This design comes from an exercise in tuning for small area, a short achievable clock period and few clock cycles per item on the open sky130 flow, not from production work. Where RTL was checked, it was by simulation tests only, not by an equivalence proof against the original. Function not checked in run 2: the RTL went through the layout flow alone.

## flow/design.v (module list and top-level ports; edited modules follow where they fit)
// module lut_eval: 337 lines
// module lut_interp: 101 lines
// module lut_coef_rom: 140 lines
// module lut_master: 69 lines
module lut_master #(parameter data_width = 16) (
		input wire clk,
		input wire reset,
		input wire req,
		input wire [8 - 1 : 0] lut_handle,
		input wire [data_width - 1 : 0] req_arg,
		output wire [data_width - 1 : 0] data_out,
		output reg valid,
		output reg invalid_request
	);
  // ...
==> flow/flow/run.sh <==
#!/bin/bash
# Standard layout, with two changes: the input and output ports are buffered
# by buf_4 cells instead of the delay buffers buffer_ports picks by default,
# and synthesis leaves the adders to abc instead of mapping them to the
# platform's full/half adder cells (the registers are the standard ones).
set -euo pipefail
bash standard.sh "BUFFER_PORTS_ARGS=-buffer_cell sky130_fd_sc_hd__buf_2" "ADDER_MAP_FILE=" finish > make_finish.log 2>&1
==> flow/standard.sh <==
#!/bin/bash
# synth_recipe.tcl (not shown) runs the flow's synth.tcl, then flattens the netlist and writes it again
# the make line also repeats each setting of config.mk as NAME=value (left out here)
make -C /OpenROAD-flow-scripts/flow DESIGN_CONFIG=/design/flow/config.mk WORK_HOME=/design/flow/orfs CLKGATE_MAP_FILE= SYNTH_SCRIPT=/design/flow/synth_recipe.tcl "${@:-finish}"
==> flow/config.mk <==
export PLATFORM = sky130hd
export DESIGN_NAME = lut_master
export DESIGN_NICKNAME = lut_master
export VERILOG_FILES = /design/flow/design.v
export SDC_FILE = /design/flow/constraint.sdc
export NUM_CORES = 4
export LEC_CHECK = 0
export ABC_AREA = 1
export CAP_MARGIN = 20
export CORE_MARGIN = 2
export CORE_UTILIZATION = 45
export PLACE_DENSITY = 0.6
export SETUP_SLACK_MARGIN = 2.0
export SLEW_MARGIN = 20
export SYNTH_MEMORY_MAX_BITS = 70000
==> flow/constraint.sdc <==
create_clock -name core_clock -period 8.0 [get_ports {clk}]
set_input_delay 1.6000 -clock core_clock [delete_from_list [all_inputs] [get_ports {clk}]]
set_output_delay 1.6000 -clock core_clock [all_outputs]
set_load 0.01 [all_outputs]
==> qor.yml, run 1 <==
status:
  status: "timing/DRC/antenna clean"
critical_path:
  cp_max_fo: 50
  critPathLaunch: "lut_handle[0]"
  r2r-start: "invalid_request"
  cpPeakStageDelay_ps: 560
synth:
  synthArstFlopShare: 0
  syn_avg_cell_area_sq_um: 5.11
  synth_top_area_cell: "nand2_1"
  synthMuxAreaShare: 0
  synth.ff_latch_count: 41
cts:
  cts_buffers: 5
  cts-root-buf: "clkbuf_16"
  clk_latency_ps: 290
  cts_hold_buf: 0
min_path:
  holdPathEnd: "invalid_request"
finish:
  seq_share: 0.0577
  final_area_sq_um: 14200
  multi_input_area_share: 0.770
  dominant_cells: "multi-input gates"
  seqCellArea_sq_um: 822
  multi_input_gates: 2155
  drive_gt1_frac: 0.132
global_route:
  grt_pass1_wl_um: 83500
floorplan:
  tapCellCount: 384
power_and_ir_drop:
  worst_ir_drop_vdd_uv: 312
routing:
  ant_nets: 0
  dr_total_vias: 16786
sta:
  worstMarginPinSlew_ps: 1020
  slew_headroom: 0.314
placement:
  dp_cells: 2956
Testbench counts, summed over its fixed seeds: cycles 12,008, items 12,000.
==> module lut_eval, before the edit <==
module lut_eval (
		input  wire [22:0] k,
		input  wire [13:0] c1,
		input  wire [5:0]  c2,
		input  wire        is_tanh,
		input  wire [4:0]  xs,
		input  wire [4:0]  xt,
		input  wire        mirror,
		input  wire        neg,
		output wire [15:0] ya,
		output wire [15:0] yb,
		output wire        c7,
		output wire [7:0]  dh,
		output wire        e
	);
	reg [3:0] tp_s, tp_t;
	reg [4:0] qp_s, qp_t;
	reg [3:0] tn_s, tn_t;
	always @(*) begin
		case (xs)
			5'd0: begin tp_s = 4'd0; qp_s = 5'd0; tn_s = 4'd15; end
			5'd1: begin tp_s = 4'd1; qp_s = 5'd7; tn_s = 4'd14; end
			5'd2: begin tp_s = 4'd2; qp_s = 5'd13; tn_s = 4'd13; end
			5'd3: begin tp_s = 4'd3; qp_s = 5'd18; tn_s = 4'd12; end
			5'd4: begin tp_s = 4'd4; qp_s = 5'd22; tn_s = 4'd11; end
			5'd5: begin tp_s = 4'd5; qp_s = 5'd25; tn_s = 4'd10; end
			5'd6: begin tp_s = 4'd6; qp_s = 5'd27; tn_s = 4'd9; end
			5'd7: begin tp_s = 4'd7; qp_s = 5'd28; tn_s = 4'd8; end
			5'd8: begin tp_s = 4'd8; qp_s = 5'd28; tn_s = 4'd7; end
			5'd9: begin tp_s = 4'd9; qp_s = 5'd27; tn_s = 4'd6; end
			5'd10: begin tp_s = 4'd10; qp_s = 5'd25; tn_s = 4'd5; end
			5'd11: begin tp_s = 4'd11; qp_s = 5'd22; tn_s = 4'd4; end
			5'd12: begin tp_s = 4'd12; qp_s = 5'd18; tn_s = 4'd3; end
			5'd13: begin tp_s = 4'd13; qp_s = 5'd13; tn_s = 4'd2; end
			5'd14: begin tp_s = 4'd14; qp_s = 5'd7; tn_s = 4'd1; end
			5'd15: begin tp_s = 4'd15; qp_s = 5'd0; tn_s = 4'd0; end
			5'd16: begin tp_s = 4'd15; qp_s = 5'd0; tn_s = 4'd0; end
			5'd17: begin tp_s = 4'd14; qp_s = 5'd7; tn_s = 4'd1; end
			5'd18: begin tp_s = 4'd13; qp_s = 5'd13; tn_s = 4'd2; end
			5'd19: begin tp_s = 4'd12; qp_s = 5'd18; tn_s = 4'd3; end
			5'd20: begin tp_s = 4'd11; qp_s = 5'd22; tn_s = 4'd4; end
			5'd21: begin tp_s = 4'd10; qp_s = 5'd25; tn_s = 4'd5; end
			5'd22: begin tp_s = 4'd9; qp_s = 5'd27; tn_s = 4'd6; end
			5'd23: begin tp_s = 4'd8; qp_s = 5'd28; tn_s = 4'd7; end
			5'd24: begin tp_s = 4'd7; qp_s = 5'd28; tn_s = 4'd8; end
			5'd25: begin tp_s = 4'd6; qp_s = 5'd27; tn_s = 4'd9; end
			5'd26: begin tp_s = 4'd5; qp_s = 5'd25; tn_s = 4'd10; end
			5'd27: begin tp_s = 4'd4; qp_s = 5'd22; tn_s = 4'd11; end
			5'd28: begin tp_s = 4'd3; qp_s = 5'd18; tn_s = 4'd12; end
			5'd29: begin tp_s = 4'd2; qp_s = 5'd13; tn_s = 4'd13; end
			5'd30: begin tp_s = 4'd1; qp_s = 5'd7; tn_s = 4'd14; end
			5'd31: begin tp_s = 4'd0; qp_s = 5'd0; tn_s = 4'd15; end
			default: begin tp_s = 4'd0; qp_s = 5'd0; tn_s = 4'd0; end
		endcase
		case (xt)
			5'd0: begin tp_t = 4'd0; qp_t = 5'd0; tn_t = 4'd15; end
			5'd1: begin tp_t = 4'd1; qp_t = 5'd7; tn_t = 4'd14; end
			5'd2: begin tp_t = 4'd2; qp_t = 5'd13; tn_t = 4'd13; end
			5'd3: begin tp_t = 4'd3; qp_t = 5'd18; tn_t = 4'd12; end
			5'd4: begin tp_t = 4'd4; qp_t = 5'd22; tn_t = 4'd11; end
			5'd5: begin tp_t = 4'd5; qp_t = 5'd25; tn_t = 4'd10; end
			5'd6: begin tp_t = 4'd6; qp_t = 5'd27; tn_t = 4'd9; end
			5'd7: begin tp_t = 4'd7; qp_t = 5'd28; tn_t = 4'd8; end
			5'd8: begin tp_t = 4'd8; qp_t = 5'd28; tn_t = 4'd7; end
			5'd9: begin tp_t = 4'd9; qp_t = 5'd27; tn_t = 4'd6; end
			5'd10: begin tp_t = 4'd10; qp_t = 5'd25; tn_t = 4'd5; end
			5'd11: begin tp_t = 4'd11; qp_t = 5'd22; tn_t = 4'd4; end
			5'd12: begin tp_t = 4'd12; qp_t = 5'd18; tn_t = 4'd3; end
			5'd13: begin tp_t = 4'd13; qp_t = 5'd13; tn_t = 4'd2; end
			5'd14: begin tp_t = 4'd14; qp_t = 5'd7; tn_t = 4'd1; end
			5'd15: begin tp_t = 4'd15; qp_t = 5'd0; tn_t = 4'd0; end
			5'd16: begin tp_t = 4'd15; qp_t = 5'd0; tn_t = 4'd0; end
			5'd17: begin tp_t = 4'd14; qp_t = 5'd7; tn_t = 4'd1; end
			5'd18: begin tp_t = 4'd13; qp_t = 5'd13; tn_t = 4'd2; end
			5'd19: begin tp_t = 4'd12; qp_t = 5'd18; tn_t = 4'd3; end
			5'd20: begin tp_t = 4'd11; qp_t = 5'd22; tn_t = 4'd4; end
			5'd21: begin tp_t = 4'd10; qp_t = 5'd25; tn_t = 4'd5; end
			5'd22: begin tp_t = 4'd9; qp_t = 5'd27; tn_t = 4'd6; end
			5'd23: begin tp_t = 4'd8; qp_t = 5'd28; tn_t = 4'd7; end
			5'd24: begin tp_t = 4'd7; qp_t = 5'd28; tn_t = 4'd8; end
			5'd25: begin tp_t = 4'd6; qp_t = 5'd27; tn_t = 4'd9; end
			5'd26: begin tp_t = 4'd5; qp_t = 5'd25; tn_t = 4'd10; end
			5'd27: begin tp_t = 4'd4; qp_t = 5'd22; tn_t = 4'd11; end
			5'd28: begin tp_t = 4'd3; qp_t = 5'd18; tn_t = 4'd12; end
			5'd29: begin tp_t = 4'd2; qp_t = 5'd13; tn_t = 4'd13; end
			5'd30: begin tp_t = 4'd1; qp_t = 5'd7; tn_t = 4'd14; end
			5'd31: begin tp_t = 4'd0; qp_t = 5'd0; tn_t = 4'd15; end
			default: begin tp_t = 4'd0; qp_t = 5'd0; tn_t = 4'd0; end
		endcase
	end
	wire [3:0] tp = is_tanh ? tp_t : tp_s;
	wire [4:0] qp = is_tanh ? qp_t : qp_s;
	wire [3:0] tn = is_tanh ? tn_t : tn_s;
	wire [15:0] cc = mirror ? (neg ? 16'hff12 : 16'hff13) : (neg ? 16'hffff : 16'h0000);
	wire nt_0_s = k[0] ^ (c1[0] & tp[0]) ^ (c2[0] & qp[0]);
	wire nt_0_c = (k[0] & (c1[0] & tp[0])) | (k[0] & (c2[0] & qp[0])) | ((c1[0] & tp[0]) & (c2[0] & qp[0]));
	wire nt_1_s = k[1] ^ (c1[1] & tp[0]) ^ (c1[0] & tp[1]);
	wire nt_1_c = (k[1] & (c1[1] & tp[0])) | (k[1] & (c1[0] & tp[1])) | ((c1[1] & tp[0]) & (c1[0] & tp[1]));
	wire nt_2_s = k[2] ^ (c1[2] & tp[0]) ^ (c1[1] & tp[1]);
	wire nt_2_c = (k[2] & (c1[2] & tp[0])) | (k[2] & (c1[1] & tp[1])) | ((c1[2] & tp[0]) & (c1[1] & tp[1]));
	wire nt_3_s = (c1[0] & tp[2]) ^ (c2[2] & qp[0]) ^ (c2[1] & qp[1]);
	wire nt_3_c = ((c1[0] & tp[2]) & (c2[2] & qp[0])) | ((c1[0] & tp[2]) & (c2[1] & qp[1])) | ((c2[2] & qp[0]) & (c2[1] & qp[1]));
	wire nt_4_s = k[3] ^ (c1[3] & tp[0]) ^ (c1[2] & tp[1]);
	wire nt_4_c = (k[3] & (c1[3] & tp[0])) | (k[3] & (c1[2] & tp[1])) | ((c1[3] & tp[0]) & (c1[2] & tp[1]));
	wire nt_5_s = (c1[1] & tp[2]) ^ (c1[0] & tp[3]) ^ (c2[3] & qp[0]);
	wire nt_5_c = ((c1[1] & tp[2]) & (c1[0] & tp[3])) | ((c1[1] & tp[2]) & (c2[3] & qp[0])) | ((c1[0] & tp[3]) & (c2[3] & qp[0]));
	wire nt_6_s = (c2[2] & qp[1]) ^ (c2[1] & qp[2]) ^ (c2[0] & qp[3]);
	wire nt_6_c = ((c2[2] & qp[1]) & (c2[1] & qp[2])) | ((c2[2] & qp[1]) & (c2[0] & qp[3])) | ((c2[1] & qp[2]) & (c2[0] & qp[3]));
	wire nt_7_s = k[4] ^ (c1[4] & tp[0]) ^ (c1[3] & tp[1]);
	wire nt_7_c = (k[4] & (c1[4] & tp[0])) | (k[4] & (c1[3] & tp[1])) | ((c1[4] & tp[0]) & (c1[3] & tp[1]));
	wire nt_8_s = (c1[2] & tp[2]) ^ (c1[1] & tp[3]) ^ (c2[4] & qp[0]);
	wire nt_8_c = ((c1[2] & tp[2]) & (c1[1] & tp[3])) | ((c1[2] & tp[2]) & (c2[4] & qp[0])) | ((c1[1] & tp[3]) & (c2[4] & qp[0]));
	wire nt_9_s = (c2[3] & qp[1]) ^ (c2[2] & qp[2]) ^ (c2[1] & qp[3]);
	wire nt_9_c = ((c2[3] & qp[1]) & (c2[2] & qp[2])) | ((c2[3] & qp[1]) & (c2[1] & qp[3])) | ((c2[2] & qp[2]) & (c2[1] & qp[3]));
	wire nt_10_s = k[5] ^ (c1[5] & tp[0]) ^ (c1[4] & tp[1]);
	wire nt_10_c = (k[5] & (c1[5] & tp[0])) | (k[5] & (c1[4] & tp[1])) | ((c1[5] & tp[0]) & (c1[4] & tp[1]));
	wire nt_11_s = (c1[3] & tp[2]) ^ (c1[2] & tp[3]) ^ (c2[5] & qp[0]);
	wire nt_11_c = ((c1[3] & tp[2]) & (c1[2] & tp[3])) | ((c1[3] & tp[2]) & (c2[5] & qp[0])) | ((c1[2] & tp[3]) & (c2[5] & qp[0]));
	wire nt_12_s = (c2[4] & qp[1]) ^ (c2[3] & qp[2]) ^ (c2[2] & qp[3]);
	wire nt_12_c = ((c2[4] & qp[1]) & (c2[3] & qp[2])) | ((c2[4] & qp[1]) & (c2[2] & qp[3])) | ((c2[3] & qp[2]) & (c2[2] & qp[3]));
	wire nt_13_s = k[6] ^ (c1[6] & tp[0]) ^ (c1[5] & tp[1]);
	wire nt_13_c = (k[6] & (c1[6] & tp[0])) | (k[6] & (c1[5] & tp[1])) | ((c1[6] & tp[0]) & (c1[5] & tp[1]));
	wire nt_14_s = (c1[4] & tp[2]) ^ (c1[3] & tp[3]) ^ (c2[5] & qp[1]);
	wire nt_14_c = ((c1[4] & tp[2]) & (c1[3] & tp[3])) | ((c1[4] & tp[2]) & (c2[5] & qp[1])) | ((c1[3] & tp[3]) & (c2[5] & qp[1]));
	wire nt_15_s = (c2[4] & qp[2]) ^ (c2[3] & qp[3]) ^ (c2[2] & qp[4]);
	wire nt_15_c = ((c2[4] & qp[2]) & (c2[3] & qp[3])) | ((c2[4] & qp[2]) & (c2[2] & qp[4])) | ((c2[3] & qp[3]) & (c2[2] & qp[4]));
	wire nt_16_s = cc[0] ^ k[7] ^ (c1[7] & tp[0]);
	wire nt_16_c = (cc[0] & k[7]) | (cc[0] & (c1[7] & tp[0])) | (k[7] & (c1[7] & tp[0]));
	wire nt_17_s = (c1[6] & tp[1]) ^ (c1[5] & tp[2]) ^ (c1[4] & tp[3]);
	wire nt_17_c = ((c1[6] & tp[1]) & (c1[5] & tp[2])) | ((c1[6] & tp[1]) & (c1[4] & tp[3])) | ((c1[5] & tp[2]) & (c1[4] & tp[3]));
	wire nt_18_s = (c2[5] & qp[2]) ^ (c2[4] & qp[3]) ^ (c2[3] & qp[4]);
	wire nt_18_c = ((c2[5] & qp[2]) & (c2[4] & qp[3])) | ((c2[5] & qp[2]) & (c2[3] & qp[4])) | ((c2[4] & qp[3]) & (c2[3] & qp[4]));
	wire nt_19_s = cc[1] ^ k[8] ^ (c1[8] & tp[0]);
	wire nt_19_c = (cc[1] & k[8]) | (cc[1] & (c1[8] & tp[0])) | (k[8] & (c1[8] & tp[0]));
	wire nt_20_s = (c1[7] & tp[1]) ^ (c1[6] & tp[2]) ^ (c1[5] & tp[3]);
	wire nt_20_c = ((c1[7] & tp[1]) & (c1[6] & tp[2])) | ((c1[7] & tp[1]) & (c1[5] & tp[3])) | ((c1[6] & tp[2]) & (c1[5] & tp[3]));
	wire nt_21_s = cc[2] ^ k[9] ^ (c1[9] & tp[0]);
	wire nt_21_c = (cc[2] & k[9]) | (cc[2] & (c1[9] & tp[0])) | (k[9] & (c1[9] & tp[0]));
	wire nt_22_s = (c1[8] & tp[1]) ^ (c1[7] & tp[2]) ^ (c1[6] & tp[3]);
	wire nt_22_c = ((c1[8] & tp[1]) & (c1[7] & tp[2])) | ((c1[8] & tp[1]) & (c1[6] & tp[3])) | ((c1[7] & tp[2]) & (c1[6] & tp[3]));
	wire nt_23_s = cc[3] ^ k[10] ^ (c1[10] & tp[0]);
	wire nt_23_c = (cc[3] & k[10]) | (cc[3] & (c1[10] & tp[0])) | (k[10] & (c1[10] & tp[0]));
	wire nt_24_s = (c1[9] & tp[1]) ^ (c1[8] & tp[2]) ^ (c1[7] & tp[3]);
	wire nt_24_c = ((c1[9] & tp[1]) & (c1[8] & tp[2])) | ((c1[9] & tp[1]) & (c1[7] & tp[3])) | ((c1[8] & tp[2]) & (c1[7] & tp[3]));
	wire nt_25_s = cc[4] ^ k[11] ^ (c1[11] & tp[0]);
	wire nt_25_c = (cc[4] & k[11]) | (cc[4] & (c1[11] & tp[0])) | (k[11] & (c1[11] & tp[0]));
	wire nt_26_s = (c1[10] & tp[1]) ^ (c1[9] & tp[2]) ^ (c1[8] & tp[3]);
	wire nt_26_c = ((c1[10] & tp[1]) & (c1[9] & tp[2])) | ((c1[10] & tp[1]) & (c1[8] & tp[3])) | ((c1[9] & tp[2]) & (c1[8] & tp[3]));
	wire nt_27_s = cc[5] ^ k[12] ^ (c1[12] & tp[0]);
	wire nt_27_c = (cc[5] & k[12]) | (cc[5] & (c1[12] & tp[0])) | (k[12] & (c1[12] & tp[0]));
	wire nt_28_s = (c1[11] & tp[1]) ^ (c1[10] & tp[2]) ^ (c1[9] & tp[3]);
	wire nt_28_c = ((c1[11] & tp[1]) & (c1[10] & tp[2])) | ((c1[11] & tp[1]) & (c1[9] & tp[3])) | ((c1[10] & tp[2]) & (c1[9] & tp[3]));
	wire nt_29_s = cc[6] ^ k[13] ^ (c1[13] & tp[0]);
	wire nt_29_c = (cc[6] & k[13]) | (cc[6] & (c1[13] & tp[0])) | (k[13] & (c1[13] & tp[0]));
	wire nt_30_s = (c1[12] & tp[1]) ^ (c1[11] & tp[2]) ^ (c1[10] & tp[3]);
	wire nt_30_c = ((c1[12] & tp[1]) & (c1[11] & tp[2])) | ((c1[12] & tp[1]) & (c1[10] & tp[3])) | ((c1[11] & tp[2]) & (c1[10] & tp[3]));
	wire nt_31_s = cc[7] ^ k[14] ^ (c1[13] & tp[1]);
	wire nt_31_c = (cc[7] & k[14]) | (cc[7] & (c1[13] & tp[1])) | (k[14] & (c1[13] & tp[1]));
	wire nt_32_s = cc[8] ^ k[15] ^ (c1[13] & tp[2]);
	wire nt_32_c = (cc[8] & k[15]) | (cc[8] & (c1[13] & tp[2])) | (k[15] & (c1[13] & tp[2]));
	wire nt_33_s = cc[9] ^ k[16] ^ (c1[13] & tp[3]);
	wire nt_33_c = (cc[9] & k[16]) | (cc[9] & (c1[13] & tp[3])) | (k[16] & (c1[13] & tp[3]));
	wire nt_34_s = (c2[1] & qp[0]) ^ (c2[0] & qp[1]) ^ nt_0_c;
	wire nt_34_c = ((c2[1] & qp[0]) & (c2[0] & qp[1])) | ((c2[1] & qp[0]) & nt_0_c) | ((c2[0] & qp[1]) & nt_0_c);
	wire nt_35_s = (c2[0] & qp[2]) ^ nt_1_c ^ nt_2_s;
	wire nt_35_c = ((c2[0] & qp[2]) & nt_1_c) | ((c2[0] & qp[2]) & nt_2_s) | (nt_1_c & nt_2_s);
	wire nt_36_s = nt_2_c ^ nt_3_c ^ nt_4_s;
	wire nt_36_c = (nt_2_c & nt_3_c) | (nt_2_c & nt_4_s) | (nt_3_c & nt_4_s);
	wire nt_37_s = (c2[0] & qp[4]) ^ nt_4_c ^ nt_5_c;
	wire nt_37_c = ((c2[0] & qp[4]) & nt_4_c) | ((c2[0] & qp[4]) & nt_5_c) | (nt_4_c & nt_5_c);
	wire nt_38_s = nt_6_c ^ nt_7_s ^ nt_8_s;
	wire nt_38_c = (nt_6_c & nt_7_s) | (nt_6_c & nt_8_s) | (nt_7_s & nt_8_s);
	wire nt_39_s = (c2[1] & qp[4]) ^ nt_7_c ^ nt_8_c;
	wire nt_39_c = ((c2[1] & qp[4]) & nt_7_c) | ((c2[1] & qp[4]) & nt_8_c) | (nt_7_c & nt_8_c);
	wire nt_40_s = nt_9_c ^ nt_10_s ^ nt_11_s;
	wire nt_40_c = (nt_9_c & nt_10_s) | (nt_9_c & nt_11_s) | (nt_10_s & nt_11_s);
	wire nt_41_s = nt_10_c ^ nt_11_c ^ nt_12_c;
	wire nt_41_c = (nt_10_c & nt_11_c) | (nt_10_c & nt_12_c) | (nt_11_c & nt_12_c);
	wire nt_42_s = nt_13_s ^ nt_14_s ^ nt_15_s;
	wire nt_42_c = (nt_13_s & nt_14_s) | (nt_13_s & nt_15_s) | (nt_14_s & nt_15_s);
	wire nt_43_s = nt_13_c ^ nt_14_c ^ nt_15_c;
	wire nt_43_c = (nt_13_c & nt_14_c) | (nt_13_c & nt_15_c) | (nt_14_c & nt_15_c);
	wire nt_44_s = nt_16_s ^ nt_17_s ^ nt_18_s;
	wire nt_44_c = (nt_16_s & nt_17_s) | (nt_16_s & nt_18_s) | (nt_17_s & nt_18_s);
	wire nt_45_s = (c2[5] & qp[3]) ^ (c2[4] & qp[4]) ^ nt_16_c;
	wire nt_45_c = ((c2[5] & qp[3]) & (c2[4] & qp[4])) | ((c2[5] & qp[3]) & nt_16_c) | ((c2[4] & qp[4]) & nt_16_c);
	wire nt_46_s = nt_17_c ^ nt_18_c ^ nt_19_s;
	wire nt_46_c = (nt_17_c & nt_18_c) | (nt_17_c & nt_19_s) | (nt_18_c & nt_19_s);
	wire nt_47_s = (c2[5] & qp[4]) ^ nt_19_c ^ nt_20_c;
	wire nt_47_c = ((c2[5] & qp[4]) & nt_19_c) | ((c2[5] & qp[4]) & nt_20_c) | (nt_19_c & nt_20_c);
	wire nt_48_s = nt_21_c ^ nt_22_c ^ nt_23_s;
	wire nt_48_c = (nt_21_c & nt_22_c) | (nt_21_c & nt_23_s) | (nt_22_c & nt_23_s);
	wire nt_49_s = nt_23_c ^ nt_24_c ^ nt_25_s;
	wire nt_49_c = (nt_23_c & nt_24_c) | (nt_23_c & nt_25_s) | (nt_24_c & nt_25_s);
	wire nt_50_s = nt_25_c ^ nt_26_c ^ nt_27_s;
	wire nt_50_c = (nt_25_c & nt_26_c) | (nt_25_c & nt_27_s) | (nt_26_c & nt_27_s);
	wire nt_51_s = nt_27_c ^ nt_28_c ^ nt_29_s;
	wire nt_51_c = (nt_27_c & nt_28_c) | (nt_27_c & nt_29_s) | (nt_28_c & nt_29_s);
	wire nt_52_s = (c1[12] & tp[2]) ^ (c1[11] & tp[3]) ^ nt_29_c;
	wire nt_52_c = ((c1[12] & tp[2]) & (c1[11] & tp[3])) | ((c1[12] & tp[2]) & nt_29_c) | ((c1[11] & tp[3]) & nt_29_c);
	wire nt_53_s = (c1[12] & tp[3]) ^ nt_31_c ^ nt_32_s;
	wire nt_53_c = ((c1[12] & tp[3]) & nt_31_c) | ((c1[12] & tp[3]) & nt_32_s) | (nt_31_c & nt_32_s);
	wire nt_54_s = cc[10] ^ k[17] ^ nt_33_c;
	wire nt_54_c = (cc[10] & k[17]) | (cc[10] & nt_33_c) | (k[17] & nt_33_c);
	wire nt_55_s = nt_3_s ^ nt_34_c ^ nt_35_s;
	wire nt_55_c = (nt_3_s & nt_34_c) | (nt_3_s & nt_35_s) | (nt_34_c & nt_35_s);
	wire nt_56_s = nt_5_s ^ nt_6_s ^ nt_35_c;
	wire nt_56_c = (nt_5_s & nt_6_s) | (nt_5_s & nt_35_c) | (nt_6_s & nt_35_c);
	wire nt_57_s = nt_9_s ^ nt_36_c ^ nt_37_s;
	wire nt_57_c = (nt_9_s & nt_36_c) | (nt_9_s & nt_37_s) | (nt_36_c & nt_37_s);
	wire nt_58_s = nt_12_s ^ nt_37_c ^ nt_38_c;
	wire nt_58_c = (nt_12_s & nt_37_c) | (nt_12_s & nt_38_c) | (nt_37_c & nt_38_c);
	wire nt_59_s = nt_39_c ^ nt_40_c ^ nt_41_s;
	wire nt_59_c = (nt_39_c & nt_40_c) | (nt_39_c & nt_41_s) | (nt_40_c & nt_41_s);
	wire nt_60_s = nt_41_c ^ nt_42_c ^ nt_43_s;
	wire nt_60_c = (nt_41_c & nt_42_c) | (nt_41_c & nt_43_s) | (nt_42_c & nt_43_s);
	wire nt_61_s = nt_20_s ^ nt_43_c ^ nt_44_c;
	wire nt_61_c = (nt_20_s & nt_43_c) | (nt_20_s & nt_44_c) | (nt_43_c & nt_44_c);
	wire nt_62_s = nt_21_s ^ nt_22_s ^ nt_45_c;
	wire nt_62_c = (nt_21_s & nt_22_s) | (nt_21_s & nt_45_c) | (nt_22_s & nt_45_c);
	wire nt_63_s = nt_24_s ^ nt_47_c ^ nt_48_s;
	wire nt_63_c = (nt_24_s & nt_47_c) | (nt_24_s & nt_48_s) | (nt_47_c & nt_48_s);
	wire nt_64_s = nt_26_s ^ nt_48_c ^ nt_49_s;
	wire nt_64_c = (nt_26_s & nt_48_c) | (nt_26_s & nt_49_s) | (nt_48_c & nt_49_s);
	wire nt_65_s = nt_28_s ^ nt_49_c ^ nt_50_s;
	wire nt_65_c = (nt_28_s & nt_49_c) | (nt_28_s & nt_50_s) | (nt_49_c & nt_50_s);
	wire nt_66_s = nt_30_s ^ nt_50_c ^ nt_51_s;
	wire nt_66_c = (nt_30_s & nt_50_c) | (nt_30_s & nt_51_s) | (nt_50_c & nt_51_s);
	wire nt_67_s = nt_30_c ^ nt_31_s ^ nt_51_c;
	wire nt_67_c = (nt_30_c & nt_31_s) | (nt_30_c & nt_51_c) | (nt_31_s & nt_51_c);
	wire nt_68_s = nt_32_c ^ nt_33_s ^ nt_53_c;
	wire nt_68_c = (nt_32_c & nt_33_s) | (nt_32_c & nt_53_c) | (nt_33_s & nt_53_c);
	wire nt_69_s = cc[11] ^ k[18] ^ nt_54_c;
	wire nt_69_c = (cc[11] & k[18]) | (cc[11] & nt_54_c) | (k[18] & nt_54_c);
	wire nt_70_s = nt_36_s ^ nt_55_c ^ nt_56_s;
	wire nt_70_c = (nt_36_s & nt_55_c) | (nt_36_s & nt_56_s) | (nt_55_c & nt_56_s);
	wire nt_71_s = nt_38_s ^ nt_56_c ^ nt_57_s;
	wire nt_71_c = (nt_38_s & nt_56_c) | (nt_38_s & nt_57_s) | (nt_56_c & nt_57_s);
	wire nt_72_s = nt_39_s ^ nt_40_s ^ nt_57_c;
	wire nt_72_c = (nt_39_s & nt_40_s) | (nt_39_s & nt_57_c) | (nt_40_s & nt_57_c);
	wire nt_73_s = nt_42_s ^ nt_58_c ^ nt_59_s;
	wire nt_73_c = (nt_42_s & nt_58_c) | (nt_42_s & nt_59_s) | (nt_58_c & nt_59_s);
	wire nt_74_s = nt_44_s ^ nt_59_c ^ nt_60_s;
	wire nt_74_c = (nt_44_s & nt_59_c) | (nt_44_s & nt_60_s) | (nt_59_c & nt_60_s);
	wire nt_75_s = nt_45_s ^ nt_46_s ^ nt_60_c;
	wire nt_75_c = (nt_45_s & nt_46_s) | (nt_45_s & nt_60_c) | (nt_46_s & nt_60_c);
	wire nt_76_s = nt_46_c ^ nt_47_s ^ nt_61_c;
	wire nt_76_c = (nt_46_c & nt_47_s) | (nt_46_c & nt_61_c) | (nt_47_s & nt_61_c);
	wire nt_77_s = nt_52_s ^ nt_66_c ^ nt_67_s;
	wire nt_77_c = (nt_52_s & nt_66_c) | (nt_52_s & nt_67_s) | (nt_66_c & nt_67_s);
	wire nt_78_s = nt_52_c ^ nt_53_s ^ nt_67_c;
	wire nt_78_c = (nt_52_c & nt_53_s) | (nt_52_c & nt_67_c) | (nt_53_s & nt_67_c);
	wire nt_79_s = cc[12] ^ k[19] ^ nt_69_c;
	wire nt_79_c = (cc[12] & k[19]) | (cc[12] & nt_69_c) | (k[19] & nt_69_c);
	wire nt_80_s = nt_58_s ^ nt_71_c ^ nt_72_s;
	wire nt_80_c = (nt_58_s & nt_71_c) | (nt_58_s & nt_72_s) | (nt_71_c & nt_72_s);
	wire nt_81_s = nt_61_s ^ nt_74_c ^ nt_75_s;
	wire nt_81_c = (nt_61_s & nt_74_c) | (nt_61_s & nt_75_s) | (nt_74_c & nt_75_s);
	wire nt_82_s = nt_62_s ^ nt_75_c ^ nt_76_s;
	wire nt_82_c = (nt_62_s & nt_75_c) | (nt_62_s & nt_76_s) | (nt_75_c & nt_76_s);
	wire nt_83_s = nt_62_c ^ nt_63_s ^ nt_76_c;
	wire nt_83_c = (nt_62_c & nt_63_s) | (nt_62_c & nt_76_c) | (nt_63_s & nt_76_c);
	wire nt_84_s = cc[13] ^ k[20] ^ nt_79_c;
	wire nt_84_c = (cc[13] & k[20]) | (cc[13] & nt_79_c) | (k[20] & nt_79_c);
	wire nt_85_s = nt_72_c ^ nt_73_s ^ nt_80_c;
	wire nt_85_c = (nt_72_c & nt_73_s) | (nt_72_c & nt_80_c) | (nt_73_s & nt_80_c);
	wire nt_86_s = nt_63_c ^ nt_64_s ^ nt_83_c;
	wire nt_86_c = (nt_63_c & nt_64_s) | (nt_63_c & nt_83_c) | (nt_64_s & nt_83_c);
	wire nt_87_s = cc[14] ^ k[21] ^ nt_84_c;
	wire nt_87_c = (cc[14] & k[21]) | (cc[14] & nt_84_c) | (k[21] & nt_84_c);
	wire nt_88_s = nt_73_c ^ nt_74_s ^ nt_85_c;
	wire nt_88_c = (nt_73_c & nt_74_s) | (nt_73_c & nt_85_c) | (nt_74_s & nt_85_c);
	wire nt_89_s = nt_64_c ^ nt_65_s ^ nt_86_c;
	wire nt_89_c = (nt_64_c & nt_65_s) | (nt_64_c & nt_86_c) | (nt_65_s & nt_86_c);
	wire nt_90_s = cc[15] ^ k[22] ^ nt_87_c;
	wire nt_90_c = (cc[15] & k[22]) | (cc[15] & nt_87_c) | (k[22] & nt_87_c);
	wire nt_91_s = nt_65_c ^ nt_66_s ^ nt_89_c;
	wire nt_91_c = (nt_65_c & nt_66_s) | (nt_65_c & nt_89_c) | (nt_66_s & nt_89_c);
	wire [22:0] nt_a = {nt_90_s, nt_87_s, nt_84_s, nt_79_s, nt_69_s, nt_54_s, nt_68_s, nt_77_c, nt_91_c, nt_91_s, nt_89_s, nt_86_s, nt_82_c, nt_81_c, nt_81_s, nt_88_s, nt_85_s, nt_80_s, nt_70_c, nt_70_s, nt_55_s, nt_1_s, nt_0_s};
	wire [22:0] nt_b = {1'b0, 1'b0, 1'b0, 1'b0, 1'b0, nt_68_c, nt_78_c, nt_78_s, nt_77_s, 1'b0, 1'b0, 1'b0, nt_83_s, nt_82_s, nt_88_c, 1'b0, 1'b0, 1'b0, nt_71_s, 1'b0, 1'b0, nt_34_s, 1'b0};
	wire [7:0] s2 = {1'b0, nt_a[6:0]} + {1'b0, nt_b[6:0]};
	assign c7 = s2[7];
	assign ya = nt_a[22:7];
	assign yb = nt_b[22:7];
	wire dt_0_s = c1[1] ^ (c2[1] & tn[0]) ^ (c2[0] & tn[1]);
	wire dt_0_c = (c1[1] & (c2[1] & tn[0])) | (c1[1] & (c2[0] & tn[1])) | ((c2[1] & tn[0]) & (c2[0] & tn[1]));
	wire dt_1_s = c1[2] ^ (c2[2] & tn[0]) ^ (c2[1] & tn[1]);
	wire dt_1_c = (c1[2] & (c2[2] & tn[0])) | (c1[2] & (c2[1] & tn[1])) | ((c2[2] & tn[0]) & (c2[1] & tn[1]));
	wire dt_2_s = ~tn[3] ^ c1[3] ^ (c2[3] & tn[0]);
	wire dt_2_c = (~tn[3] & c1[3]) | (~tn[3] & (c2[3] & tn[0])) | (c1[3] & (c2[3] & tn[0]));
	wire dt_3_s = (c2[2] & tn[1]) ^ (c2[1] & tn[2]) ^ (~c2[0] & ~tn[3]);
	wire dt_3_c = ((c2[2] & tn[1]) & (c2[1] & tn[2])) | ((c2[2] & tn[1]) & (~c2[0] & ~tn[3])) | ((c2[1] & tn[2]) & (~c2[0] & ~tn[3]));
	wire dt_4_s = c1[4] ^ (c2[4] & tn[0]) ^ (c2[3] & tn[1]);
	wire dt_4_c = (c1[4] & (c2[4] & tn[0])) | (c1[4] & (c2[3] & tn[1])) | ((c2[4] & tn[0]) & (c2[3] & tn[1]));
	wire dt_5_s = c1[5] ^ (c2[5] & tn[0]) ^ (c2[4] & tn[1]);
	wire dt_5_c = (c1[5] & (c2[5] & tn[0])) | (c1[5] & (c2[4] & tn[1])) | ((c2[5] & tn[0]) & (c2[4] & tn[1]));
	wire dt_6_s = c1[6] ^ (c2[5] & tn[1]) ^ (c2[4] & tn[2]);
	wire dt_6_c = (c1[6] & (c2[5] & tn[1])) | (c1[6] & (c2[4] & tn[2])) | ((c2[5] & tn[1]) & (c2[4] & tn[2]));
	wire dt_7_s = c1[7] ^ (c2[5] & tn[2]) ^ (~c2[4] & ~tn[3]);
	wire dt_7_c = (c1[7] & (c2[5] & tn[2])) | (c1[7] & (~c2[4] & ~tn[3])) | ((c2[5] & tn[2]) & (~c2[4] & ~tn[3]));
	wire dt_8_s = (c2[0] & tn[2]) ^ dt_0_c ^ dt_1_s;
	wire dt_8_c = ((c2[0] & tn[2]) & dt_0_c) | ((c2[0] & tn[2]) & dt_1_s) | (dt_0_c & dt_1_s);
	wire dt_9_s = dt_1_c ^ dt_2_s ^ dt_3_s;
	wire dt_9_c = (dt_1_c & dt_2_s) | (dt_1_c & dt_3_s) | (dt_2_s & dt_3_s);
	wire dt_10_s = (c2[2] & tn[2]) ^ (~c2[1] & ~tn[3]) ^ dt_2_c;
	wire dt_10_c = ((c2[2] & tn[2]) & (~c2[1] & ~tn[3])) | ((c2[2] & tn[2]) & dt_2_c) | ((~c2[1] & ~tn[3]) & dt_2_c);
	wire dt_11_s = (c2[3] & tn[2]) ^ (~c2[2] & ~tn[3]) ^ dt_4_c;
	wire dt_11_c = ((c2[3] & tn[2]) & (~c2[2] & ~tn[3])) | ((c2[3] & tn[2]) & dt_4_c) | ((~c2[2] & ~tn[3]) & dt_4_c);
	wire dt_12_s = (~c2[3] & ~tn[3]) ^ dt_5_c ^ dt_6_s;
	wire dt_12_c = ((~c2[3] & ~tn[3]) & dt_5_c) | ((~c2[3] & ~tn[3]) & dt_6_s) | (dt_5_c & dt_6_s);
	wire dt_13_s = c1[8] ^ (~c2[5] & ~tn[3]) ^ dt_7_c;
	wire dt_13_c = (c1[8] & (~c2[5] & ~tn[3])) | (c1[8] & dt_7_c) | ((~c2[5] & ~tn[3]) & dt_7_c);
	wire dt_14_s = dt_3_c ^ dt_4_s ^ dt_9_c;
	wire dt_14_c = (dt_3_c & dt_4_s) | (dt_3_c & dt_9_c) | (dt_4_s & dt_9_c);
	wire dt_15_s = dt_5_s ^ dt_10_c ^ dt_11_s;
	wire dt_15_c = (dt_5_s & dt_10_c) | (dt_5_s & dt_11_s) | (dt_10_c & dt_11_s);
	wire dt_16_s = dt_6_c ^ dt_7_s ^ dt_12_c;
	wire dt_16_c = (dt_6_c & dt_7_s) | (dt_6_c & dt_12_c) | (dt_7_s & dt_12_c);
	wire dt_17_s = ~tn[3] ^ c1[9] ^ dt_13_c;
	wire dt_17_c = (~tn[3] & c1[9]) | (~tn[3] & dt_13_c) | (c1[9] & dt_13_c);
	wire dt_18_s = dt_11_c ^ dt_12_s ^ dt_15_c;
	wire dt_18_c = (dt_11_c & dt_12_s) | (dt_11_c & dt_15_c) | (dt_12_s & dt_15_c);
	wire dt_19_s = ~tn[3] ^ c1[10] ^ dt_17_c;
	wire dt_19_c = (~tn[3] & c1[10]) | (~tn[3] & dt_17_c) | (c1[10] & dt_17_c);
	wire dt_20_s = ~tn[3] ^ c1[11] ^ dt_19_c;
	wire dt_20_c = (~tn[3] & c1[11]) | (~tn[3] & dt_19_c) | (c1[11] & dt_19_c);
	wire dt_21_s = ~tn[3] ^ c1[12] ^ dt_20_c;
	wire dt_21_c = (~tn[3] & c1[12]) | (~tn[3] & dt_20_c) | (c1[12] & dt_20_c);
	wire dt_22_s = ~tn[3] ^ c1[13] ^ dt_21_c;
	wire dt_22_c = (~tn[3] & c1[13]) | (~tn[3] & dt_21_c) | (c1[13] & dt_21_c);
	wire [14:0] dt_a = {dt_22_c, dt_22_s, dt_21_s, dt_20_s, dt_19_s, dt_17_s, dt_13_s, dt_16_s, dt_18_s, dt_14_c, dt_10_s, dt_8_c, dt_8_s, dt_0_s, c1[0]};
	wire [14:0] dt_b = {~tn[3], 1'b0, 1'b0, 1'b0, 1'b0, 1'b0, dt_16_c, dt_18_c, 1'b0, dt_15_s, dt_14_s, dt_9_s, 1'b0, 1'b0, (c2[0] & tn[0])};
	wire [14:0] delta = dt_a + dt_b;
	wire [8:0] s3 = {2'b0, delta[6:0]} + {2'b0, nt_a[6:0]} + {2'b0, nt_b[6:0]};
	assign dh = delta[14:7];
	assign e  = s3[7] ^ s2[7];
endmodule
==> module lut_interp, before the edit <==
module lut_interp (
		input  wire [15:0] ya,
		input  wire [15:0] yb,
		input  wire        c7,
		input  wire [7:0]  dh,
		input  wire        e,
		input  wire [3:0]  frac,
		input  wire        mirror,
		input  wire        neg,
		output wire [15:0] interpolated
	);
	wire dneg = mirror ^ neg;
	wire [7:0] d = dh + {7'd0, e};
	wire ee = dneg & frac[3] & d[0];
	wire gt_0_s = ya[0] ^ yb[0] ^ c7;
	wire gt_0_c = (ya[0] & yb[0]) | (ya[0] & c7) | (yb[0] & c7);
	wire gt_1_s = ((frac[3] & d[1]) ^ mirror) ^ ((frac[2] & d[2]) ^ mirror) ^ ((frac[1] & d[3]) ^ mirror);
	wire gt_1_c = (((frac[3] & d[1]) ^ mirror) & ((frac[2] & d[2]) ^ mirror)) | (((frac[3] & d[1]) ^ mirror) & ((frac[1] & d[3]) ^ mirror)) | (((frac[2] & d[2]) ^ mirror) & ((frac[1] & d[3]) ^ mirror));
	wire gt_2_s = ((frac[0] & d[4]) ^ mirror) ^ (mirror & d[0]) ^ (ee ^ mirror);
	wire gt_2_c = (((frac[0] & d[4]) ^ mirror) & (mirror & d[0])) | (((frac[0] & d[4]) ^ mirror) & (ee ^ mirror)) | ((mirror & d[0]) & (ee ^ mirror));
	wire gt_3_s = ya[1] ^ yb[1] ^ ((frac[3] & d[2]) ^ mirror);
	wire gt_3_c = (ya[1] & yb[1]) | (ya[1] & ((frac[3] & d[2]) ^ mirror)) | (yb[1] & ((frac[3] & d[2]) ^ mirror));
	wire gt_4_s = ((frac[2] & d[3]) ^ mirror) ^ ((frac[1] & d[4]) ^ mirror) ^ ((frac[0] & d[5]) ^ mirror);
	wire gt_4_c = (((frac[2] & d[3]) ^ mirror) & ((frac[1] & d[4]) ^ mirror)) | (((frac[2] & d[3]) ^ mirror) & ((frac[0] & d[5]) ^ mirror)) | (((frac[1] & d[4]) ^ mirror) & ((frac[0] & d[5]) ^ mirror));
	wire gt_5_s = ya[2] ^ yb[2] ^ ((frac[3] & d[3]) ^ mirror);
	wire gt_5_c = (ya[2] & yb[2]) | (ya[2] & ((frac[3] & d[3]) ^ mirror)) | (yb[2] & ((frac[3] & d[3]) ^ mirror));
	wire gt_6_s = ((frac[2] & d[4]) ^ mirror) ^ ((frac[1] & d[5]) ^ mirror) ^ ((frac[0] & d[6]) ^ mirror);
	wire gt_6_c = (((frac[2] & d[4]) ^ mirror) & ((frac[1] & d[5]) ^ mirror)) | (((frac[2] & d[4]) ^ mirror) & ((frac[0] & d[6]) ^ mirror)) | (((frac[1] & d[5]) ^ mirror) & ((frac[0] & d[6]) ^ mirror));
	wire gt_7_s = ya[3] ^ yb[3] ^ ((frac[3] & d[4]) ^ mirror);
	wire gt_7_c = (ya[3] & yb[3]) | (ya[3] & ((frac[3] & d[4]) ^ mirror)) | (yb[3] & ((frac[3] & d[4]) ^ mirror));
	wire gt_8_s = ((frac[2] & d[5]) ^ mirror) ^ ((frac[1] & d[6]) ^ mirror) ^ ((frac[0] & d[7]) ^ mirror);
	wire gt_8_c = (((frac[2] & d[5]) ^ mirror) & ((frac[1] & d[6]) ^ mirror)) | (((frac[2] & d[5]) ^ mirror) & ((frac[0] & d[7]) ^ mirror)) | (((frac[1] & d[6]) ^ mirror) & ((frac[0] & d[7]) ^ mirror));
	wire gt_9_s = ya[4] ^ yb[4] ^ ((frac[3] & d[5]) ^ mirror);
	wire gt_9_c = (ya[4] & yb[4]) | (ya[4] & ((frac[3] & d[5]) ^ mirror)) | (yb[4] & ((frac[3] & d[5]) ^ mirror));
	wire gt_10_s = ((frac[2] & d[6]) ^ mirror) ^ ((frac[1] & d[7]) ^ mirror) ^ (mirror & d[4]);
	wire gt_10_c = (((frac[2] & d[6]) ^ mirror) & ((frac[1] & d[7]) ^ mirror)) | (((frac[2] & d[6]) ^ mirror) & (mirror & d[4])) | (((frac[1] & d[7]) ^ mirror) & (mirror & d[4]));
	wire gt_11_s = ya[5] ^ yb[5] ^ ((frac[3] & d[6]) ^ mirror);
	wire gt_11_c = (ya[5] & yb[5]) | (ya[5] & ((frac[3] & d[6]) ^ mirror)) | (yb[5] & ((frac[3] & d[6]) ^ mirror));
	wire gt_12_s = ya[6] ^ yb[6] ^ ((frac[3] & d[7]) ^ mirror);
	wire gt_12_c = (ya[6] & yb[6]) | (ya[6] & ((frac[3] & d[7]) ^ mirror)) | (yb[6] & ((frac[3] & d[7]) ^ mirror));
	wire gt_13_s = ya[7] ^ yb[7] ^ (mirror & d[7]);
	wire gt_13_c = (ya[7] & yb[7]) | (ya[7] & (mirror & d[7])) | (yb[7] & (mirror & d[7]));
	wire gt_14_s = gt_0_s ^ gt_1_s ^ gt_2_s;
	wire gt_14_c = (gt_0_s & gt_1_s) | (gt_0_s & gt_2_s) | (gt_1_s & gt_2_s);
	wire gt_15_s = gt_0_c ^ (mirror & d[1]) ^ gt_1_c;
	wire gt_15_c = (gt_0_c & (mirror & d[1])) | (gt_0_c & gt_1_c) | ((mirror & d[1]) & gt_1_c);
	wire gt_16_s = gt_3_s ^ gt_4_s ^ gt_2_c;
	wire gt_16_c = (gt_3_s & gt_4_s) | (gt_3_s & gt_2_c) | (gt_4_s & gt_2_c);
	wire gt_17_s = (mirror & d[2]) ^ gt_3_c ^ gt_4_c;
	wire gt_17_c = ((mirror & d[2]) & gt_3_c) | ((mirror & d[2]) & gt_4_c) | (gt_3_c & gt_4_c);
	wire gt_18_s = (mirror & d[3]) ^ gt_5_c ^ gt_6_c;
	wire gt_18_c = ((mirror & d[3]) & gt_5_c) | ((mirror & d[3]) & gt_6_c) | (gt_5_c & gt_6_c);
	wire gt_19_s = gt_7_c ^ gt_8_c ^ gt_9_s;
	wire gt_19_c = (gt_7_c & gt_8_c) | (gt_7_c & gt_9_s) | (gt_8_c & gt_9_s);
	wire gt_20_s = ((frac[2] & d[7]) ^ mirror) ^ (mirror & d[5]) ^ gt_9_c;
	wire gt_20_c = (((frac[2] & d[7]) ^ mirror) & (mirror & d[5])) | (((frac[2] & d[7]) ^ mirror) & gt_9_c) | ((mirror & d[5]) & gt_9_c);
	wire gt_21_s = (mirror & d[6]) ^ gt_11_c ^ gt_12_s;
	wire gt_21_c = ((mirror & d[6]) & gt_11_c) | ((mirror & d[6]) & gt_12_s) | (gt_11_c & gt_12_s);
	wire gt_22_s = ya[8] ^ yb[8] ^ gt_13_c;
	wire gt_22_c = (ya[8] & yb[8]) | (ya[8] & gt_13_c) | (yb[8] & gt_13_c);
	wire gt_23_s = gt_15_s ^ gt_14_c ^ gt_16_s;
	wire gt_23_c = (gt_15_s & gt_14_c) | (gt_15_s & gt_16_s) | (gt_14_c & gt_16_s);
	wire gt_24_s = gt_5_s ^ gt_6_s ^ gt_15_c;
	wire gt_24_c = (gt_5_s & gt_6_s) | (gt_5_s & gt_15_c) | (gt_6_s & gt_15_c);
	wire gt_25_s = gt_7_s ^ gt_8_s ^ gt_17_c;
	wire gt_25_c = (gt_7_s & gt_8_s) | (gt_7_s & gt_17_c) | (gt_8_s & gt_17_c);
	wire gt_26_s = gt_10_s ^ gt_18_c ^ gt_19_s;
	wire gt_26_c = (gt_10_s & gt_18_c) | (gt_10_s & gt_19_s) | (gt_18_c & gt_19_s);
	wire gt_27_s = gt_10_c ^ gt_11_s ^ gt_19_c;
	wire gt_27_c = (gt_10_c & gt_11_s) | (gt_10_c & gt_19_c) | (gt_11_s & gt_19_c);
	wire gt_28_s = gt_12_c ^ gt_13_s ^ gt_21_c;
	wire gt_28_c = (gt_12_c & gt_13_s) | (gt_12_c & gt_21_c) | (gt_13_s & gt_21_c);
	wire gt_29_s = ya[9] ^ yb[9] ^ gt_22_c;
	wire gt_29_c = (ya[9] & yb[9]) | (ya[9] & gt_22_c) | (yb[9] & gt_22_c);
	wire gt_30_s = gt_17_s ^ gt_16_c ^ gt_24_s;
	wire gt_30_c = (gt_17_s & gt_16_c) | (gt_17_s & gt_24_s) | (gt_16_c & gt_24_s);
	wire gt_31_s = gt_18_s ^ gt_24_c ^ gt_25_s;
	wire gt_31_c = (gt_18_s & gt_24_c) | (gt_18_s & gt_25_s) | (gt_24_c & gt_25_s);
	wire gt_32_s = gt_20_s ^ gt_26_c ^ gt_27_s;
	wire gt_32_c = (gt_20_s & gt_26_c) | (gt_20_s & gt_27_s) | (gt_26_c & gt_27_s);
	wire gt_33_s = gt_20_c ^ gt_21_s ^ gt_27_c;
	wire gt_33_c = (gt_20_c & gt_21_s) | (gt_20_c & gt_27_c) | (gt_21_s & gt_27_c);
	wire gt_34_s = ya[10] ^ yb[10] ^ gt_29_c;
	wire gt_34_c = (ya[10] & yb[10]) | (ya[10] & gt_29_c) | (yb[10] & gt_29_c);
	wire gt_35_s = gt_25_c ^ gt_26_s ^ gt_31_c;
	wire gt_35_c = (gt_25_c & gt_26_s) | (gt_25_c & gt_31_c) | (gt_26_s & gt_31_c);
	wire gt_36_s = ya[11] ^ yb[11] ^ gt_34_c;
	wire gt_36_c = (ya[11] & yb[11]) | (ya[11] & gt_34_c) | (yb[11] & gt_34_c);
	wire gt_37_s = ya[12] ^ yb[12] ^ gt_36_c;
	wire gt_37_c = (ya[12] & yb[12]) | (ya[12] & gt_36_c) | (yb[12] & gt_36_c);
	wire gt_38_s = ya[13] ^ yb[13] ^ gt_37_c;
	wire gt_38_c = (ya[13] & yb[13]) | (ya[13] & gt_37_c) | (yb[13] & gt_37_c);
	wire gt_39_s = ya[14] ^ yb[14] ^ gt_38_c;
	wire gt_39_c = (ya[14] & yb[14]) | (ya[14] & gt_38_c) | (yb[14] & gt_38_c);
	wire gt_40_s = ya[15] ^ yb[15] ^ gt_39_c;
	wire gt_40_c = (ya[15] & yb[15]) | (ya[15] & gt_39_c) | (yb[15] & gt_39_c);
	wire [15:0] gt_a = {gt_40_s, gt_39_s, gt_38_s, gt_37_s, gt_36_s, gt_34_s, gt_29_s, gt_22_s, gt_28_s, gt_32_c, gt_32_s, gt_35_s, gt_30_c, gt_23_c, gt_23_s, gt_14_s};
	wire [15:0] gt_b = {1'b0, 1'b0, 1'b0, 1'b0, 1'b0, 1'b0, 1'b0, gt_28_c, gt_33_c, gt_33_s, gt_35_c, 1'b0, gt_31_s, gt_30_s, 1'b0, 1'b0};
	wire [15:0] s = gt_a + gt_b;
	assign interpolated = s ^ {16{neg}};
endmodule
==> module lut_master, before the edit <==
module lut_master #(parameter data_width = 16) (
		input wire clk,
		input wire reset,
		input wire req,
		input wire [8 - 1 : 0] lut_handle,
		input wire [data_width - 1 : 0] req_arg,
		output wire [data_width - 1 : 0] data_out,
		output reg valid,
		output reg invalid_request
	);
	wire handle_ok = (lut_handle[8 - 1 : 1] == 0);
	wire is_tanh   = lut_handle[0];
	always @(posedge clk) begin
		if (reset) begin
			invalid_request <= 0;
			valid <= 0;
		end
		else begin
			if (req && !handle_ok)
				invalid_request <= 1;
			valid <= req && handle_ok && !invalid_request;
		end
	end
	wire       mirror = is_tanh ? req_arg[15] : req_arg[13];
	wire       neg    = is_tanh ? req_arg[15] : req_arg[14];
	wire [9:0] pair_a = (is_tanh ? req_arg[14:5] : {1'b0, req_arg[12:4]}) ^ {10{mirror}};
	wire [3:0] frac   = is_tanh ? req_arg[4:1] : req_arg[3:0];
	wire [22:0] k;
	wire [13:0] c1;
	wire [5:0]  c2;
	wire [15:0] ya, yb;
	wire        c7;
	wire [7:0]  dh;
	wire        e;
	lut_coef_rom coef (.addr({is_tanh, pair_a[9:4]}), .k(k), .c1(c1), .c2(c2));
	lut_eval eval (
		.k(k), .c1(c1), .c2(c2),
		.is_tanh(is_tanh),
		.xs({req_arg[13], req_arg[7:4]}),
		.xt({req_arg[15], req_arg[8:5]}),
		.mirror(mirror),
		.neg(neg),
		.ya(ya), .yb(yb), .c7(c7), .dh(dh), .e(e)
	);
	reg [15:0] ya_r, yb_r;
	reg        c7_r;
	reg [7:0]  dh_r;
	reg        e_r;
	reg [3:0]  frac_r;
	reg        mirror_r;
	reg        neg_r;
	always @(posedge clk) begin
		ya_r     <= ya;
		yb_r     <= yb;
		c7_r     <= c7;
		dh_r     <= dh;
		e_r      <= e;
		frac_r   <= frac;
		mirror_r <= mirror;
		neg_r    <= neg;
	end
	lut_interp interp (
		.ya(ya_r), .yb(yb_r), .c7(c7_r), .dh(dh_r), .e(e_r),
		.frac(frac_r),
		.mirror(mirror_r),
		.neg(neg_r),
		.interpolated(data_out)
	);
endmodule
==> run 2: changes to the inputs <==
--- a/flow/design.v
+++ b/flow/design.v
@@ -11,8 +11,7 @@
 		output wire [15:0] ya,
 		output wire [15:0] yb,
 		output wire        c7,
-		output wire [7:0]  dh,
-		output wire        e
+		output wire [7:0]  d
 	);
 	reg [3:0] tp_s, tp_t;
 	reg [4:0] qp_s, qp_t;
@@ -333,22 +332,19 @@
 	wire [14:0] dt_b = {~tn[3], 1'b0, 1'b0, 1'b0, 1'b0, 1'b0, dt_16_c, dt_18_c, 1'b0, dt_15_s, dt_14_s, dt_9_s, 1'b0, 1'b0, (c2[0] & tn[0])};
 	wire [14:0] delta = dt_a + dt_b;
 	wire [8:0] s3 = {2'b0, delta[6:0]} + {2'b0, nt_a[6:0]} + {2'b0, nt_b[6:0]};
-	assign dh = delta[14:7];
-	assign e  = s3[7] ^ s2[7];
+	assign d = delta[14:7] + {7'd0, s3[7] ^ s2[7]};
 endmodule
 module lut_interp (
 		input  wire [15:0] ya,
 		input  wire [15:0] yb,
 		input  wire        c7,
-		input  wire [7:0]  dh,
-		input  wire        e,
+		input  wire [7:0]  d,
 		input  wire [3:0]  frac,
 		input  wire        mirror,
 		input  wire        neg,
 		output wire [15:0] interpolated
 	);
 	wire dneg = mirror ^ neg;
-	wire [7:0] d = dh + {7'd0, e};
 	wire ee = dneg & frac[3] & d[0];
 	wire gt_0_s = ya[0] ^ yb[0] ^ c7;
 	wire gt_0_c = (ya[0] & yb[0]) | (ya[0] & c7) | (yb[0] & c7);
@@ -613,8 +609,7 @@
 	wire [5:0]  c2;
 	wire [15:0] ya, yb;
 	wire        c7;
-	wire [7:0]  dh;
-	wire        e;
+	wire [7:0]  d;
 	lut_coef_rom coef (.addr({is_tanh, pair_a[9:4]}), .k(k), .c1(c1), .c2(c2));
 	lut_eval eval (
 		.k(k), .c1(c1), .c2(c2),
@@ -623,12 +618,11 @@
 		.xt({req_arg[15], req_arg[8:5]}),
 		.mirror(mirror),
 		.neg(neg),
-		.ya(ya), .yb(yb), .c7(c7), .dh(dh), .e(e)
+		.ya(ya), .yb(yb), .c7(c7), .d(d)
 	);
 	reg [15:0] ya_r, yb_r;
 	reg        c7_r;
-	reg [7:0]  dh_r;
-	reg        e_r;
+	reg [7:0]  d_r;
 	reg [3:0]  frac_r;
 	reg        mirror_r;
 	reg        neg_r;
@@ -636,14 +630,13 @@
 		ya_r     <= ya;
 		yb_r     <= yb;
 		c7_r     <= c7;
-		dh_r     <= dh;
-		e_r      <= e;
+		d_r      <= d;
 		frac_r   <= frac;
 		mirror_r <= mirror;
 		neg_r    <= neg;
 	end
 	lut_interp interp (
-		.ya(ya_r), .yb(yb_r), .c7(c7_r), .dh(dh_r), .e(e_r),
+		.ya(ya_r), .yb(yb_r), .c7(c7_r), .d(d_r),
 		.frac(frac_r),
 		.mirror(mirror_r),
 		.neg(neg_r),
==> flow/flow/run.sh (replaced) <==
#!/bin/bash
# Standard layout, with two changes: the input and output ports are buffered
# by buf_4 cells instead of the delay buffers buffer_ports picks by default,
# and synthesis leaves the adders to abc instead of mapping them to the
# platform's full/half adder cells (the registers are the standard ones).
set -euo pipefail
bash standard.sh "BUFFER_PORTS_ARGS=-buffer_cell sky130_fd_sc_hd__buf_4" "ADDER_MAP_FILE=" finish > make_finish.log 2>&1
==> run 2 against run 1 <==
Worst setup slack got worse by 530 ps; die area decreased by 2.4%; critical path depth decreased by 1; first-iteration DRC count increased by 48%; cell count increased by 2.4%; global-route usage increased by 4.5 points; critical path type is now flop to output pin; critical endpoint is now data_out[15]; largest cell class unchanged; highest routed layer is now met5.
==> qor.yml, run 2 <==
cts:
  clk_pin_slew_worst_paths_ps: 80
  cts_buffers: 5  # unchanged
  clockBufferDepth: 2
  clk_latency_ps: 310  # +20 ps
  cts.sinks: 40
  cts_tree: "yes"
  htree_levels: 2
  cts-root-buf: "clkbuf_16"
critical_path:
  cp_slowest_cell: "dfxtp_4"
  path_class: "flop to output pin"
  crit_path_frequent_cell: "nand2_2"
  arrival_ps: 4650
  critPathLaunchType: "flop"
  cpPeakStageDelay_ps: 460  # -100 ps
  cp-end-kind: "output pin"
  required_ps: 6400
  cp_max_fo: 6  # -88%
global_route:
  grt_use_total: 0.396
  overflow: 0
  antenna_found_initial: 4
  grt_max_degree: 36
  grt_pass1_vias: 15547
  grt_pass1_wl_um: 88700  # +6.3%
routing:
  ant_nets: 0  # unchanged
  drcViolationCount: 0
  wl_um: 65600
  dr_total_vias: 18223  # +8.6%
  avgRoutedWirePerCell_um: 21.4
  vias_per_cell: 5.96
  dr.pass1.iters: 8
  drtIter0Drc: 2416
finish:
  final_core_util: 0.584
  nFillCells: 2722
  final_cell_mix: "nand2_1, inv_1, nand3_1"
  drive_gt1_frac: 0.241  # +0.109
  largest_reg_flops: 16
  area_growth_pct: 27.3
  final_cells: 3059
  final_area_sq_um: 16300  # +14%
  fin_nets: 2706
  seqCellArea_sq_um: 807  # -1.8%
  final_common_cell: "nand2_1"
  max_flop_register: "ya_r"
  multi_input_area_sq_um: 11700
synth:
  ys_seq_area_frac: 0.0627
  synth.most_common_cell: "nand2_1"
  synth.ff_latch_count: 40  # -2.4%
  synthArstFlopShare: 0  # unchanged
  synthTopCellsByCount: "nand2_1, nand3_1, inv_1"
  synth_area_sq_um: 12800
  synth_top_area_cell: "nand2_1"
  syn_nets: 2539
  synth-main-ff-cell: "dfxtp_1"
  synth.top_cells.by_area: "nand2_1, nand3_1, inv_1, dfxtp_1, nor2_1"
  synth_cells: 2512
  synth_top_area_frac: 0.296
  syn_avg_cell_area_sq_um: 5.08  # -0.47%
  ys_types: 73
  yosysWarnings: 3
  synth-edff-count: 0
placement:
  place_hpwl_um: 47200
  gp_congestion: 1.12
  dp_slack_ps: 1070
  placement.cell_area_sq_um: 13800
  io_buffers: 44
  dp_cells: 2955  # -0.034%
sta:
  finalCritPeriodShare: 0.782
  setup_viol: 0
  skew_ps: 0.0513
  tns_ps: 0
  postLayoutSetupSlackWorst_ps: 1750
  drv_slew: 0
  grt_setup_unrepaired: "true"
  hold_viol: 0
  slew_headroom: 0.274  # -0.0402
  min_period_ps: 6250
  worstMarginPinSlew_ps: 1080  # +59.6 ps
  holdWs_ps: 485
  fmax_mhz: 160
min_path:
  hold_path_class: "flop to flop"
power_and_ir_drop:
  finalPower_mw: 7.43
  worst_ir_drop_vdd_uv: 362  # +16%
  powerDensity_nw_per_um2: 457
  p_leak_nw: 8.90
floorplan:
  io_pins: 45
  die_width_um: 172
  start_util: 0.458
  rows: 61
  die-area_sq_um: 29700
  fp.dieH_um: 172
  fp.coreArea_sq_um: 27900
status:
  status: "timing/DRC/antenna clean"
flow_run:
  maxCapViolCount: 0
[run 2: logic make-up after synthesis]
family,after synthesis,synth area share
AOI/OAI and AO/OA,281,0.134
xor gates and xnor gates,144,0.0999
adders and majority gates,1,0.000784
buffers and inverters,365,0.119
DFF,40,0.0627
and+or+nand+nor,1681,0.583
[run 2: final cells by class]
type,count,share of cell area
Antenna cell,1,0.000154
Clock buffer,5,0.00770
Clock inverter,3,0.00285
Inverter,303,0.0726
Multi-Input combinational cell,2113,0.721
Sequential cell,40,0.0496
Tap cell,378,0.0291
Timing Repair Buffer,214,0.116
Timing Repair inverter,2,0.00108
[run 2: report_power, final]
group	internal, mW	switching [mW]
clock	0.149	0.103
sequential	0.301	0.0556
combinational	2.61	4.22
total	3.06	4.38
[run 2: path summary, 6_finish.rpt]
path / start / to / slack, ps / depth (start not counted)
max: mirror_r / data_out[15] / 1750 / 32
min: invalid_request / invalid_request / 490 / 2
max reg2reg: invalid_request / valid / 7320 / 3
min reg2reg: invalid_request / invalid_request / 490 / 2
[run 2: per-layer routing]
layer / wire [um] / vias up / track usage
met5: 52 / - / 0.00870
met3: 8880 / 379 / 0.107
met2: 27200 / 1258 / 0.613
li1: - / 8348 / -
met4: 4650 / 8 / 0.191
met1: 24800 / 8230 / 0.506
[run 2: repair_timing]
action,in CTS,in global routing
buffers inserted,15,68
gates cloned,2,10
gates resized for setup,42,349
hold buffers,0,0
setup endpoints to repair,23,22
pin swaps,6,85
[run 2: worst max-delay path, delay by kind of cell (launching register included)]
kind	cells	cell delay, ps
compound gates	5	490
xor+xnor	3	520
flops	1	460
simple gates	19	2280
buf+inv	5	570

## re-timing with driven ports
The results above use ideal ports. As a check the final layouts listed here were re-extracted and re-timed, cells and wires unchanged.
Step 1 sets driving cells, clkbuf_16 on the clock port and buf_2 on the other inputs (assumed; they add their load-dependent delay and slew).
Step 2 moves the port delays by t, midway between the first and last clock arrival at a register: inputs arrive t later, outputs are due t later. That takes back most of the time a late clock gives input paths.
Slacks: ideal ports / drivers / drivers and shift; pairs: ideal ports / drivers.
run	t, ns	setup WS [ns]	hold WS [ns]	worst setup path after step 2	worst slew at a driven data input, ns
run 1	0.334	2.279 / 2.286 / 1.953	0.480 / 0.480 / 0.480	input to register	0.04
run 2	0.348	1.746 / 1.698 / 1.797	0.485 / 0.485 / 0.485	input to register	0.15
After both steps every run listed still meets setup and hold. The setup slack of run 1, which loses most, moves by +0.007 ns with the drivers and by -0.326 ns with both steps.
